Context: an optimization exercise on an open-source flow, tuned for small area. The choices shown serve that exercise and are no tape-out recipe.
In this exercise RTL edits were held to simulation tests only and were not proved equivalent to the original.
Power figures rest on the tool's default switching activity, not on a simulated workload.

### flow/design.v
module uart_core #(
    parameter OVERSAMPLE = 4
)(
    input wire clk,
    input wire rst_n,
    input wire rx,
    output reg tx,
    input wire [9:0] div_int,
    input wire [3:0] div_frac,
    input wire [7:0] tx_byte,
    output [7:0] rx_byte,
    input wire tx_valid,
    output wire rx_valid,
    output wire tx_done,
    input wire rxfifo_ren_ext,
    output wire rx_irq
);
wire rst_n_sync;
reset_sync #(
    .N_CYCLES (2)
) inst_reset_sync (
    .clk(clk),
    .rst_n_in(rst_n),
    .rst_n_out(rst_n_sync)
);
wire rx_sync;
sync_1bit inst_sync_rx(
    .clk(clk),
    .rst_n(rst_n_sync),
    .i(rx),
    .o(rx_sync)
);
localparam W_OVER = $clog2(OVERSAMPLE);
reg [W_OVER-1:0] tx_over_ctr;
reg [3:0] tx_state;
reg [7:0] tx_shifter;
localparam TX_IDLE = 0;
localparam TX_START = 1;
localparam TX_STOP = 10;
wire clk_en;
clkdiv_frac #(
    .W_DIV_FRAC(4),
    .W_DIV_INT(10)
) inst_clk_div (
    .clk(clk),
    .rst_n(rst_n_sync),
    .en(1'b1),
    .div_frac(div_frac),
    .div_int(div_int),
    .clk_en(clk_en)
);
wire tx_fifo_wen = tx_valid;
wire [7:0] tx_fifo_wdata = tx_byte;
wire tx_fifo_ren = ((!tx_fifo_empty) && clk_en && (tx_state == TX_IDLE || tx_state == TX_STOP)
                    && (!tx_over_ctr));
wire [7:0] tx_fifo_rdata;
wire [2:0] tx_fifo_lvl;
wire tx_fifo_full;
wire tx_fifo_empty;
sync_fifo #(
    .WIDTH (8),
    .DEPTH (5)
) inst_tx_fifo (
    .clk(clk),
    .rst_n(rst_n_sync),
    .w_en(tx_fifo_wen),
    .w_data(tx_fifo_wdata),
    .r_en(tx_fifo_ren),
    .r_data(tx_fifo_rdata),
    .full(tx_fifo_full),
    .empty(tx_fifo_empty),
    .level(tx_fifo_lvl)
);
wire tx_busy = (tx_state != TX_IDLE);
assign tx_done = (tx_state == TX_STOP - 1);
always @(posedge clk or negedge rst_n_sync) begin
    if(!rst_n_sync) begin
        tx <= 1'b1;
        tx_over_ctr <= {W_OVER{1'b0}};
        tx_state <= TX_IDLE;
        tx_shifter <= 8'h0;
    end else begin
        if(clk_en)
            tx_over_ctr <= tx_over_ctr + 1'b1;
        if(clk_en && !tx_over_ctr) begin
            tx_state <= tx_state + 1'b1;
            case(tx_state)
            TX_IDLE: begin
                if(!tx_fifo_empty) begin
                    tx_shifter <= tx_fifo_rdata;
                    tx <= 1'b0;
                end
                else begin
                    tx_over_ctr <= 8'b0;
                    tx_state <= TX_IDLE;
                end
            end
            TX_START: begin
                tx_shifter <= tx_shifter >> 1;
                tx <= tx_shifter[0];
            end
            TX_STOP: begin
                if(!tx_fifo_empty) begin
                    tx_shifter <= tx_fifo_rdata;
                    tx <= 1'b0;
                    tx_state <= TX_START;
                end else begin
                    tx_state <= TX_IDLE;
                    tx_over_ctr <= {W_OVER{1'b0}};
                end
            end
            default: begin
                tx_shifter <= tx_shifter >> 1;
                if(tx_state == TX_STOP - 1) begin
                    tx <= 1;
                end else begin
                    tx <= tx_shifter[0];
                end
            end
            endcase
        end
    end
end
reg [W_OVER-1:0] rx_over_ctr;
reg [3:0] rx_state;
reg [7:0] rx_shifter;
reg rxfifo_wen;
wire din = rx_sync;
assign rx_valid = (rx_state == (RX_STOP));
wire rx_fifo_full;
wire [2:0] rx_fifo_lvl;
wire rx_fifo_empty;
localparam RX_IDLE = 0;
localparam RX_START = 1;
localparam RX_STOP = 10;
sync_fifo #(
    .WIDTH (8),
    .DEPTH (5)
) inst_rx_fifo (
    .clk(clk),
    .rst_n(rst_n_sync),
    .w_en(rxfifo_wen),
    .w_data(rx_shifter),
    .r_en(rxfifo_ren_ext && !rx_fifo_empty),
    .r_data(rx_byte),
    .full(rx_fifo_full),
    .empty(rx_fifo_empty),
    .level(rx_fifo_lvl)
);
assign rx_irq = !rx_fifo_empty;
always @(posedge clk or negedge rst_n_sync) begin
    if(!rst_n_sync) begin
        rx_over_ctr <= {W_OVER{1'b0}};
        rx_state <= RX_IDLE;
        rx_shifter <= 8'h0;
        rxfifo_wen <= 1'b0;
    end else begin
        rxfifo_wen <= 1'b0;
        if(clk_en)
            rx_over_ctr <= rx_over_ctr + 1'b1;
        if(clk_en && !rx_over_ctr) begin
            rx_state <= rx_state + 1'b1;
            case(rx_state)
                RX_IDLE: begin
                    if(din) begin
                        rx_state <= RX_IDLE;
                        rx_over_ctr <= {W_OVER{1'b0}};
                    end
                end
                RX_START: begin
                    rx_over_ctr <= OVERSAMPLE / 2 + 1;
                end
                RX_STOP: begin
                    rxfifo_wen <= din;
                    rx_state <= RX_IDLE;
                    rx_over_ctr <= 0;
                end
                default: begin
                    rx_shifter <= (rx_shifter >> 1) | (din << 7);
                end
            endcase
        end
    end
end
endmodule
module reset_sync #(
    parameter N_CYCLES = 2  
) (
    input  wire clk,
    input  wire rst_n_in,
    output wire rst_n_out
);
(* keep = 1'b1 *) reg [N_CYCLES-1:0] delay;
always @ (posedge clk or negedge rst_n_in)
    if (!rst_n_in)
        delay <= {N_CYCLES{1'b0}};
    else
        delay <= {delay[N_CYCLES-2:0], 1'b1};
assign rst_n_out = delay[N_CYCLES-1];
endmodule
module sync_1bit #(
    parameter N_STAGES = 2  
) (
    input wire clk,
    input wire rst_n,
    input wire i,
    output wire o
);
(* keep = 1'b1 *) reg [N_STAGES-1:0] sync_flops;
always @ (posedge clk or negedge rst_n)
    if (!rst_n)
        sync_flops <= {N_STAGES{1'b1}};
    else
        sync_flops <= {sync_flops[N_STAGES-2:0], i};
assign o = sync_flops[N_STAGES-1];
endmodule
module clkdiv_frac #(
    parameter W_DIV_INT = 16,
    parameter W_DIV_FRAC = 8
) (
    input wire                  clk,
    input wire                  rst_n,
    input wire                  en,
    input wire [W_DIV_INT-1:0]  div_int,
    input wire [W_DIV_FRAC-1:0] div_frac,
    output reg                  clk_en
);
reg [W_DIV_INT-1:0]  ctr_int;
reg [W_DIV_FRAC-1:0] ctr_frac;
reg                  frac_carry;
always @ (posedge clk or negedge rst_n) begin
    if (!rst_n) begin
        clk_en <= 1'b0;
        ctr_int <= {W_DIV_INT{1'b0}} | 1'b1;
        ctr_frac <= {W_DIV_FRAC{1'b0}};
        frac_carry <= 1'b0;
    end else if (!en) begin
        clk_en <= 1'b0;
        ctr_int <= {W_DIV_INT{1'b0}} | 1'b1;
        ctr_frac <= {W_DIV_FRAC{1'b0}};
        frac_carry <= 1'b0;
    end else begin
        if (ctr_int == 1) begin
            {frac_carry, ctr_frac} <= ctr_frac + div_frac;
            ctr_int <= div_int + frac_carry;
            clk_en <= 1'b1;
        end else begin
            clk_en <= 1'b0;
            ctr_int <= ctr_int - 1'b1;
        end
    end
end
endmodule
module sync_fifo #(
    parameter DEPTH   = 2,
    parameter WIDTH   = 32,
    parameter W_LEVEL = $clog2(DEPTH + 1)
) (
    input wire clk,
    input wire rst_n,
    input  wire [WIDTH-1:0] w_data,
    input  wire             w_en,
    output wire [WIDTH-1:0] r_data,
    input  wire             r_en,
    output wire               full,
    output wire               empty,
    output reg  [W_LEVEL-1:0] level
);
    reg [WIDTH-1:0] mem[0:DEPTH];
    reg [DEPTH:0] valid;
    wire push = w_en && !full;
    wire pop = r_en && !empty;
    always @(posedge clk or negedge rst_n) begin
        if (!rst_n) begin
            valid <= {DEPTH + 1{1'b0}};
        end else if (w_en || r_en) begin
            valid <= (valid << push | {{DEPTH - 1{1'b0}}, push}) >> pop;
        end
    end
  always @(posedge clk) begin : shift_data
    integer i;
    for (i = 0; i < DEPTH; i = i + 1) begin : data_stage
      if (r_en || (w_en && !valid[i] && (i == DEPTH - 1 || !valid[i+1]))) begin
        mem[i] <= valid[i+1] ? mem[i+1] : w_data;
      end
    end
  end
  always @(*) mem[DEPTH] = w_data;
  assign r_data = mem[0];
  assign full   = valid[DEPTH-1];
  assign empty  = !valid[0];
  always @(posedge clk or negedge rst_n) begin
    if (!rst_n) begin
      level <= {W_LEVEL{1'b0}};
    end else begin
      level <= level + push - pop;
    end
  end
  always @(posedge clk) if (w_en && full) $display($time, ": WARNING %m: push on full");
  always @(posedge clk) if (r_en && empty) $display($time, ": WARNING %m: pop on empty");
endmodule
module uart_regs #(
    parameter W_REG = 32
)(
    input wire clk,
    input wire rst_n,
    input wire rx,
    output wire tx,
    input wire [9:0] div_int,
    input wire [3:0] div_frac,
    output wire [W_REG-1:0] Reg1,
    output wire [W_REG-1:0] Reg2,
    output wire [W_REG-1:0] Reg3,
    output wire [W_REG-1:0] Reg4,
    output wire [W_REG-1:0] Reg5,
    output wire [W_REG-1:0] Reg6,
    output wire [W_REG-1:0] Reg7,
    output wire [W_REG-1:0] Reg8
);
localparam REG_ADDR = $clog2(8);
reg [W_REG-1:0] mem [0:7];
reg [REG_ADDR-1:0] addr;
reg [3:0] state;
wire rst_n_sync;
localparam IDLE = 0;
localparam READ_REG = 1;
localparam WRITE_REG = 2;
localparam TX_BYTE = 3;
localparam RX_BYTE = 4;
localparam WRITE_COMPLETE = 5;
localparam READ_COMPLETE  = 6;
localparam RESOLVE = 7;
wire rx_irq;
reg rx_ren;
wire rx_valid;
wire tx_done;
reg [7:0] tx_byte;
wire [7:0] rx_byte;
reg tx_valid;
wire read_reg = !(rx_byte[7:5] == 3'b101);
reg [2:0] cnt_byte;
reg [31:0] temp_wdata;
uart_core #(
    .OVERSAMPLE(4)
) inst_uart (
    .clk(clk),
    .rst_n(rst_n),
    .tx(tx),
    .rx(rx),
    .div_int(div_int),
    .div_frac(div_frac),
    .tx_byte(tx_byte),
    .rx_byte(rx_byte),
    .tx_valid(tx_valid),
    .rx_valid(rx_valid),
    .tx_done(tx_done),
    .rxfifo_ren_ext(rx_ren),
    .rx_irq(rx_irq)
);
reset_sync #(
    .N_CYCLES (2)
) inst_reset_sync (
    .clk(clk),
    .rst_n_in(rst_n),
    .rst_n_out(rst_n_sync)
);
integer i;
always @(posedge clk or negedge rst_n_sync) begin
    if(!rst_n_sync) begin
        state <= IDLE;
        rx_ren <= 1'b0;
        tx_valid <= 1'b0;
        tx_byte <= 0;
        addr <= 0;
        cnt_byte <= 3'b0;
        temp_wdata <= 0;
        for(i = 0; i < 8; i = i + 1) begin
            mem[i] <= 32'h12345678;
        end
    end else begin
        case(state)
            IDLE: begin
                tx_valid <= 1'b0;
                if(rx_irq) begin
                    rx_ren <= 1'b1;
                    addr <= rx_byte[2:0];
                    if(read_reg) begin
                        state <= READ_REG;
                    end
                    else begin
                        state <= WRITE_REG;
                        temp_wdata <= 32'b0;
                    end
                end
                else begin
                    state <= IDLE;
                end
            end
            READ_REG: begin
                rx_ren <= 1'b0;
                cnt_byte <= cnt_byte + 1'b1;
                tx_valid <= 1'b1;
                case(cnt_byte)
                    0: tx_byte <= mem[addr][7:0];
                    1: tx_byte <= mem[addr][15:8];
                    2: tx_byte <= mem[addr][23:16];
                    3: tx_byte <= mem[addr][31:24];
                    default:
                        tx_byte <= tx_byte;
                endcase
                if(cnt_byte == 3'd3) begin
                    state <= IDLE;
                    cnt_byte <= 3'd0;
                end
                else begin
                    state <= READ_REG;
                end
            end
            WRITE_REG: begin
                if(cnt_byte != 3'd5) begin
                    if(rx_irq) begin
                        rx_ren <= 1'b1;
                        cnt_byte <= cnt_byte + 1;
                        if(cnt_byte != 3'd0)
                            temp_wdata <= temp_wdata | (rx_byte << ((cnt_byte - 1) << 3));
                    end else begin
                        rx_ren <= 1'b1;
                    end
                    state <= WRITE_REG;
                end else begin
                    rx_ren <= 1'b0;
                    temp_wdata <= 0;
                    cnt_byte <= 0;
                    state <= IDLE;
                    mem[addr] <= temp_wdata;
                end
            end
            default: begin
            end
        endcase
    end
end
assign Reg1 = mem[0];
assign Reg2 = mem[1];
assign Reg3 = mem[2];
assign Reg4 = mem[3];
assign Reg5 = mem[4];
assign Reg6 = mem[5];
assign Reg7 = mem[6];
assign Reg8 = mem[7];
endmodule
### flow/run.sh
#!/bin/bash
# synth_recipe.tcl (not shown) runs the flow's synth.tcl, then flattens the netlist and writes it again
# the make line also repeats each setting of config.mk as NAME=value (left out here)
make -C /OpenROAD-flow-scripts/flow DESIGN_CONFIG=/design/flow/config.mk WORK_HOME=/design/flow/orfs CLKGATE_MAP_FILE= SYNTH_SCRIPT=/design/flow/synth_recipe.tcl finish
### flow/config.mk
export PLATFORM = sky130hd
export DESIGN_NAME = uart_regs
export DESIGN_NICKNAME = uart_regs
export VERILOG_FILES = /design/flow/design.v
export SDC_FILE = /design/flow/constraint.sdc
export NUM_CORES = 4
export LEC_CHECK = 0
export CAP_MARGIN = 20
export CORE_MARGIN = 2
export CORE_UTILIZATION = 40
export SLEW_MARGIN = 20
### flow/constraint.sdc
create_clock -name core_clock -period 10.0 [get_ports {clk}]
set_input_delay 2.0000 -clock core_clock [delete_from_list [all_inputs] [get_ports {clk}]]
set_output_delay 2.0000 -clock core_clock [all_outputs]
set_load 0.01 [all_outputs]
==> run summary <==
status=finished clean; clock skew=0.0379 ns; Die ar.=52800 um2; DP HPWL=between 40000 and 50000 um; initial core utilization=40.6%; Placed Instances=2412; Critical Path End=mem[1][29]$_DFFE_PN0P_; root buf cell=clkbuf_16; Net Count, Synth=1580; CP Max Fanout=47; synthesized cell area=20400 um2; layout cell share with drive strength beyond 1=a little under a third; Fill cells=4403; CP max stage delay=0.74 ns; Clock Tree Buf Depth=3; # clock sinks=~450; Reg area=11800 um2; Hold Path Class=flop to flop; total grt overflow=0; DR iter-0 viols=roughly 1200; Tightest Pin Transition=1.17 ns; DP Worst Slack=about 6.3 ns; Via-to-Cell Ratio=5.68; Final period util=between 30% and 40%; drt pass-1 iters=5; Die Wd=230 um; critical path class=flop to flop; Multi-input gate area=8120 um2; fmax=259 MHz; Critical Path RT=10.47 ns; Crit path arrival time=4.33 ns; final setup TNS=0 ns; CTS resizes=0; fin worst setup slack=6.14 ns; routed wire length=between 60000 and 70000 um; Mapped Cells=1533; Critical-path top delay cell=dfrtp_4; Worst Setup SP=addr[0]$_DFFE_PN0P_; Syn Area/Cell=13.3 um2; Die Ht=230 um; Placer Congestion=0.829; Num CTS Buffers=49; # setup viols final=0; Post-CTS Hold Fix Bufs=0; post-layout net count=1839; TritonCTS clock tree=built; Synth Warn #=8; Pwr Density=146 nW/um2; Worst setup SP type=flop; Layout area overhead=24.0%; Max-cap violations=0; Post-route DRC=0; GR Util All Layers=23.2%; cell mode on critical path=buf_4; minimum clock period=3.86 ns; Peak VDD IR=0.100 mV; number of port buffers=273; unrepaired setup endpoints after global routing=false; vias in the first global route=14281; Non-Filler Instances=2504; Final Hold Fails=0; Core ar.=50300 um2; Routed Antenna Nets=0; Slew Viols, Final=0; largest net degree at the start of global routing=roughly 160; Skew-Pair Late Insertion Delay=around 0.61 ns; worst reg2reg path endpoint=mem[1][29]$_DFFE_PN0P_; I/O pins=274; H-Tree Depth=2; Leakage=0.0102 uW; Reg clk slew, reported paths=0.06 ns; first-pass GRT wire length=93200 um; critical path cell sequence=buf_4 -> nand4_1 -> nor3_2 -> buf_4 -> mux2_2; initial antenna violation count=1; worst rel slew slack=21.4%; Vias=approximately 14000; num rows=82; R2R Path Start=addr[0]$_DFFE_PN0P_; Crit. End Element=flop; worst r2r path cells=5; Routed WL per cell=24.5 um; reg2reg setup slack=around 6 ns; ANT cells=0; post-CTS setup buffers=0
power breakdown:
part | internal [uW] | switching, uW | leakage (uW) | total (uW)
clock network | 980 | 748 | 0.000718 | 1730
logic | 26.0 | 46.3 | 0.00428 | 72.3
registers | 1870 | 17.5 | 0.00523 | 1890
total | 2880 | 812 | 0.0102 | 3690
sequential cells by signal (all words and copies together), names as in the netlist, 2 cells and up:
name and count:
inst_uart.inst_clk_div.ctr_frac 4, inst_uart.inst_rx_fifo.valid 6, tx_byte 8, inst_uart.rx_state 4
inst_uart.rx_shifter 8, inst_uart.tx_state 4, state 2, inst_uart.rx_over_ctr 2
temp_wdata 32, inst_uart.inst_rx_fifo.mem 40, inst_uart.inst_sync_rx.sync_flops 2, cnt_byte 3
inst_uart.inst_clk_div.ctr_int 10, inst_uart.inst_tx_fifo.valid 6, inst_uart.inst_tx_fifo.mem 40, inst_uart.tx_over_ctr 2
inst_uart.tx_shifter 8, addr 3, mem 256
worst min-delay path by stage:
stage	start	endpoint	cells after the start
after CTS	inst_uart.inst_reset_sync.delay[0]$_DFF_PN0_	inst_reset_sync.delay[1]$_DFF_PN0_	0
after detailed placement	inst_uart.inst_reset_sync.delay[0]$_DFF_PN0_	inst_reset_sync.delay[1]$_DFF_PN0_	0
after floorplan	inst_uart.inst_reset_sync.delay[0]$_DFF_PN0_	inst_reset_sync.delay[1]$_DFF_PN0_	0
after global routing	inst_uart.inst_sync_rx.sync_flops[0]$_DFF_PN1_	inst_uart.inst_sync_rx.sync_flops[1]$_DFF_PN1_	0
after global placement	inst_uart.inst_reset_sync.delay[0]$_DFF_PN0_	inst_reset_sync.delay[1]$_DFF_PN0_	0
final	inst_uart.inst_reset_sync.delay[0]$_DFF_PN0_	inst_reset_sync.delay[1]$_DFF_PN0_	0
area by class of cell:
cell class,count,area share (%)
clock buffers,74,5.30
flip-flops and latches,448,46.5
clock inverters,17,0.648
repair buffers,293,11.5
inverters,42,0.624
multi-input cells,958,32.1
well taps,672,3.33
stage by stage:
step                      power [uW]  area [um2]  util [%]  hold WS (ns)
after floorplan                 1960       20400         -         0.331
after global routing            3810       25300      50.3         0.364
final                           3690       25300      50.3         0.346
after global placement          1990       23800      47.3         0.339
after detailed placement        1990       23800      47.3         0.337
after CTS                       3730       25300      50.2         0.349
layout by cell type, fill, tap and decap left out, types with 5 or more instances in the layout:
| cell | count |
|---|---|
| mux2_2 | 323 |
| clkdlybuf4s50_1 | 273 |
| dfrtp_1 | 256 |
| dfstp_2 | 108 |
| nand2_1 | 92 |
| o21ai_0 | 83 |
| edfxtp_1 | 80 |
| clkbuf_16 | 49 |
| a21oi_1 | 46 |
| a22o_1 | 44 |
| inv_1 | 41 |
| nor2_1 | 41 |
| mux2i_1 | 39 |
| ha_1 | 29 |
| clkbuf_1 | 23 |
| nand3_1 | 19 |
| o221ai_1 | 19 |
| buf_4 | 18 |
| a221oi_1 | 16 |
| nand2b_1 | 15 |
| xnor2_1 | 13 |
| o22ai_1 | 13 |
| nor2b_1 | 12 |
| mux2_1 | 12 |
| nor3_1 | 11 |
| o21ai_1 | 11 |
| mux4_2 | 10 |
| o2bb2ai_1 | 9 |
| xor2_1 | 8 |
| a31oi_1 | 8 |
| a211oi_1 | 8 |
| a21o_1 | 7 |
| o211ai_1 | 5 |
| a22oi_1 | 5 |
| clkinv_2 | 5 |
metal layers:
layer	GRT usage [%]	wire, um	share of wire (%)
met4	5.77	1140	1.9
met3	4.41	4020	6.5
met5	0	0	0
met1	33.6	27700	45
met2	35.8	28600	47
worst max-delay path: cells and delay by family (launching register included):
family                 cells  cell delay, ns
multiplexers               1            0.40
buffers and inverters      2            1.20
AND/OR/NAND/NOR            2            1.35
flip-flops                 1            0.74

==> afterwards: timing with drivers on the ports <==
Ports are ideal in the flow. The routed layout listed here was re-timed in OpenROAD.
Step 1, drivers: a clkbuf_16 drives clk and a buf_2 each remaining input, both assumed.
Step 2 also shifts input and output timing later by t, the mid clock arrival at the registers, as if the neighbouring blocks saw the same clock.
a / b / c = ideal / step 1 / step 2; a / b = the first two.
t, ns: 0.647
setup WS [ns]: 6.141 / 6.141 / 6.141
hold slack, ns: 0.346 / 0.346 / 0.346
pins driven straight from the clock port: 1
After both steps setup and hold are still met in this run. For this run, drivers alone change the setup slack by 0.000 ns; drivers and shift together by 0.000 ns.
